This design comes from an exercise in tuning for small area on the open sky130 flow, not from production work. Function was checked by simulation only, so behaviour that the tests miss may differ from the original. The flow treats the clock pin as an ideal source. Dropping or thinning the clock tree relies on that and would not hold on a real chip. Power is estimated from default activity; no workload was simulated.

Setup of wip/raven:
==> flow/design.v (excerpt) <==
module  fifo16x8(
    output full,
    output empty,
    output reg [7:0] data,
    input [7:0] wr_data,
    input we,re,
    input reset,
    input clock
);
    reg [3:0] wr_pntr;
    reg [3:0] rd_pntr;
    reg       last_up;
    reg [7:0] mem[1:15];
    integer i;
    wire wr_ok, rd_ok, data_en, last_up_d;
    fifo_flags u_flags (.wr_pntr(wr_pntr), .rd_pntr(rd_pntr), .last_up(last_up),
                        .we(we), .re(re), .reset(reset),
                        .full(full), .empty(empty), .wr_ok(wr_ok), .rd_ok(rd_ok),
                        .data_en(data_en), .last_up_d(last_up_d));
    wire [3:0] wr_d, rd_d;
    fifo_lfsr u_wr_step (.q(wr_pntr), .en(wr_ok), .reset(reset), .d(wr_d));
    fifo_lfsr u_rd_step (.q(rd_pntr), .en(rd_ok), .reset(reset), .d(rd_d));
    wire [15:1] wr_sel, rd_sel;
    fifo_dec15 u_wr_dec (.a(wr_pntr), .en(wr_ok), .y(wr_sel));
    fifo_dec15n u_rd_dec (.a(rd_pntr), .en_n(reset), .y(rd_sel));
    wire [119:0] words;
    genvar g;
    generate
        for (g = 1; g < 16; g = g + 1) begin : w
            assign words[8*g-1 -: 8] = mem[g];
        end
    endgenerate
    wire [7:0] rd_word;
    fifo_rdmux u_rdmux (.words(words), .sel(rd_sel), .y(rd_word));
    always @(posedge clock)
        for (i = 1; i < 16; i = i + 1)
            if (wr_sel[i])
                mem[i] <= wr_data;
    always @(posedge clock)
        if (data_en)
            data <= rd_word;
  ...
Size: about 270 cells after synthesis, ~140 flip-flops, roughly 5000 um2 of cells after synthesis.
Settings: LEC_CHECK=0, CAP_MARGIN=0, CORE_MARGIN=2, CORE_UTILIZATION=40, SLEW_MARGIN=0, SYNTH_HIERARCHICAL=1, SYNTH_MINIMUM_KEEP_SIZE=0; clock period 5.0 ns.
standard.sh (not shown) runs the stock make flow with config.mk's settings and CLKGATE_MAP_FILE= SYNTH_SCRIPT=/design/flow/synth_recipe.tcl, a recipe that flattens the netlist after the stock synthesis.
==> flow/flow/run.sh <==
#!/bin/bash
# Standard ORFS layout with three changes:
#  - port buffers use the smallest buffer (buf_1);
#  - before global placement every combinational cell is set to its smallest
#    drive strength (downsize.tcl); the resizer sizes up what needs it;
#  - the clock tree is built by manual_cts.tcl: the clock port drives
#    MCTS_N (4) buffers, each driving an equal share of the registers
#    grouped by position (every register is one buffer from the port).
set -euo pipefail
here=$(pwd)
export BUFFER_PORTS_ARGS="-buffer_cell sky130_fd_sc_hd__buf_1"
export PRE_GLOBAL_PLACE_TCL=$here/flow/downsize.tcl
export PRE_CTS_TCL=$here/flow/manual_cts.tcl
export MCTS_N=4 MCTS_CELL=sky130_fd_sc_hd__clkbuf_16 MCTS_ROOT=none
bash standard.sh > standard.log 2>&1
==> flow/flow/manual_cts.tcl <==
# Manual clock tree, sourced as PRE_CTS_TCL by the ORFS cts step.
# The clock port drives one root buffer (MCTS_ROOT), which drives MCTS_N leaf
# buffers (MCTS_CELL); the registers are split
# into MCTS_N groups of equal size by position, each driven by one buffer
# placed at its group's centre. Every register sees the same buffer depth.
# clock_tree_synthesis is then made a no-op for the rest of the cts step.
set mcts_n [expr {[info exists ::env(MCTS_N)] ? $::env(MCTS_N) : 4}]
set mcts_cell [expr {[info exists ::env(MCTS_CELL)] ? $::env(MCTS_CELL) : "sky130_fd_sc_hd__clkbuf_8"}]
set mcts_root [expr {[info exists ::env(MCTS_ROOT)] ? $::env(MCTS_ROOT) : "sky130_fd_sc_hd__clkbuf_4"}]
set block [ord::get_db_block]
set master [[ord::get_db] findMaster $mcts_cell]
set clknet [$block findNet clock]
set sinks {}
foreach it [$clknet getITerms] {
  set inst [$it getInst]
  set bb [$inst getBBox]
  lappend sinks [list [expr {([$bb xMin] + [$bb xMax]) / 2}] [expr {([$bb yMin] + [$bb yMax]) / 2}] $it]
}
puts "manual cts: [llength $sinks] sinks, $mcts_n groups of $mcts_cell"

# split a list of sinks into n groups, alternating cuts across x and y
proc mcts_split {sinks n axis} {
  if {$n <= 1} { return [list $sinks] }
  set n1 [expr {$n / 2}]
  set n2 [expr {$n - $n1}]
  set sorted [lsort -integer -index $axis $sinks]
  set cut [expr {int(round([llength $sorted] * double($n1) / $n))}]
  set a [lrange $sorted 0 [expr {$cut - 1}]]
  set b [lrange $sorted $cut end]
  set next [expr {1 - $axis}]
  return [concat [mcts_split $a $n1 $next] [mcts_split $b $n2 $next]]
}

set groups [mcts_split $sinks $mcts_n 0]
if {$mcts_root eq "none"} {
  set root ""
  set rootnet $clknet
} else {
  set rmaster [[ord::get_db] findMaster $mcts_root]
  set root [odb::dbInst_create $block $rmaster "mcts_root"]
  set rootnet [odb::dbNet_create $block "mcts_net_root"]
  $rootnet setSigType CLOCK
  foreach it [$root getITerms] {
    set mt [$it getMTerm]
    if {[$mt getName] eq "A"} { $it connect $clknet }
    if {[$mt getName] eq "X"} { $it connect $rootnet }
  }
}
set rx 0; set ry 0
set k 0
foreach g $groups {
  set sx 0; set sy 0
  foreach s $g { incr sx [lindex $s 0]; incr sy [lindex $s 1] }
  set cx [expr {$sx / [llength $g]}]
  set cy [expr {$sy / [llength $g]}]
  set buf [odb::dbInst_create $block $master "mcts_buf_$k"]
  set net [odb::dbNet_create $block "mcts_net_$k"]
  $net setSigType CLOCK
  foreach s $g {
    set it [lindex $s 2]
    $it disconnect
    $it connect $net
  }
  foreach it [$buf getITerms] {
    set mt [$it getMTerm]
    if {[$mt getName] eq "A"} { $it connect $rootnet }
    if {[$mt getName] eq "X"} { $it connect $net }
  }
  $buf setLocation [expr {$cx - [$master getWidth] / 2}] [expr {$cy - [$master getHeight] / 2}]
  $buf setPlacementStatus PLACED
  puts "manual cts: group $k has [llength $g] sinks, buffer at $cx $cy"
  incr rx $cx; incr ry $cy
  incr k
}
if {$root ne ""} {
  set rx [expr {$rx / $k}]
  set ry [expr {$ry / $k}]
  $root setLocation [expr {$rx - [$rmaster getWidth] / 2}] [expr {$ry - [$rmaster getHeight] / 2}]
  $root setPlacementStatus PLACED
}
detailed_placement

proc clock_tree_synthesis {args} { puts "clock_tree_synthesis replaced by the manual clock tree" }
Other scripts of this flow, unchanged in this note and not shown: flow/flow/downsize.tcl
Changes in wip/yarrow relative to wip/raven:
- SLEW_MARGIN changed from 0 to 20
- CAP_MARGIN changed from 0 to 20
Results
- wip/yarrow closes out successfully: all stages finished, all timing, DRC and antenna checks passed.
- Between wip/yarrow and wip/raven, the difference in final estimated routing congestion in global placement is negligible.
- The final routed wirelength across all metal layers in wip/yarrow sits about 0.4% above the value recorded for wip/raven.
- In terms of number of vias after detailed routing, wip/raven and wip/yarrow differ only marginally.
- The fraction of power consumed by sequential logic on wip/raven is in line with that on wip/yarrow.
- wip/yarrow ended up with a higher worst slack at placement than wip/raven did.
- Delta(part of the cycle the worst path needs, wip/yarrow - wip/raven) < 0
diff inputs: wip/yarrow => wip/violet
--- a/flow/flow/run.sh
+++ b/flow/flow/run.sh
@@ -6,3 +6,3 @@
-#  - the clock tree is built by manual_cts.tcl: the clock port drives
-#    MCTS_N (4) buffers, each driving an equal share of the registers
-#    grouped by position (every register is one buffer from the port).
+#  - the clock tree is built by manual_cts.tcl: the clock port drives one
+#    root buffer, which drives MCTS_N (8) leaf buffers, each driving an equal
+#    share of the registers grouped by position (all at the same depth).
@@ -14 +14 @@
-export MCTS_N=4 MCTS_CELL=sky130_fd_sc_hd__clkbuf_16 MCTS_ROOT=none
+export MCTS_N=8 MCTS_CELL=sky130_fd_sc_hd__clkbuf_8 MCTS_ROOT=sky130_fd_sc_hd__clkbuf_8
- When wip/violet is set beside wip/yarrow, its amount of wire on met2 after detailed routing turns out to be 0.84% larger.
- Compared with wip/yarrow, worst ir drop on vdd in wip/violet decreased slightly.
- The layout overhead on the synthesized area of wip/violet exceeds that of wip/yarrow by 0.47 points.
- There was hardly any difference in setup skew after layout between wip/yarrow and wip/violet.
- wip/yarrow → wip/violet: maximum clock frequency grew by 6.4 MHz; wire length grew by 0.33%.
The inputs of wip/indigo differ from those of wip/violet as listed below.
- changing CORE_UTILIZATION from 40 to 70
--- a/flow/flow/run.sh
+++ b/flow/flow/run.sh
@@ -6,3 +6,3 @@
-#  - the clock tree is built by manual_cts.tcl: the clock port drives one
-#    root buffer, which drives MCTS_N (8) leaf buffers, each driving an equal
-#    share of the registers grouped by position (all at the same depth).
+#  - the clock tree is built by manual_cts.tcl: the clock port drives
+#    MCTS_N (4) buffers, each driving an equal share of the registers
+#    grouped by position (every register is one buffer from the port).
@@ -14 +14 @@
-export MCTS_N=8 MCTS_CELL=sky130_fd_sc_hd__clkbuf_8 MCTS_ROOT=sky130_fd_sc_hd__clkbuf_8
+export MCTS_N=4 MCTS_CELL=sky130_fd_sc_hd__clkbuf_16 MCTS_ROOT=none
Findings:
wip/indigo against wip/violet: count of inverters not on the clock network in the layout about even; leakage power figure went down by 0.014 nW; sequential share of cell area now sits higher; fraction of power consumed by the clock network went down by 2.7 points. Delta (wip/indigo minus wip/violet): slew at the pin with the worst max-slew slack now sits higher; met3 demand-to-capacity share in global routing now sits higher. wip/violet reports its destination of the critical timing path as mem[12][4] while wip/indigo reports mem[4][1].
No run of this note takes its clock network from TritonCTS; it comes from the design's own scripts or RTL.

-- what the ideal ports hide --
How much do the figures lean on ideal ports? The routed layouts below were timed once more, with nothing changed but the port constraints. Step 1, drivers: a clkbuf_16 drives clock and a buf_2 each remaining input, both assumed. Step 2 times the ports against the registers' clock, not the clock port: input delays grow and output delays shrink by t, the midpoint of the rising clock arrivals with the driver on. Three values: no drivers, after step 1, after step 2; two values: the first two.
run	shift t [ns]	setup WS [ns]	worst setup path at the end	pins driven straight from the clock port
wip/raven	0.258	1.754 / 1.754 / 1.649	input to register	4
wip/yarrow	0.257	1.880 / 1.940 / 1.686	input to register	4
wip/violet	0.413	1.941 / 1.941 / 1.721	input to register	1
wip/indigo	0.250	1.775 / 1.775 / 1.703	input to register	4
After both steps every run listed still meets setup and hold. The setup slack of wip/violet, which loses most, moves by 0.000 ns with the drivers and by -0.220 ns with both steps.
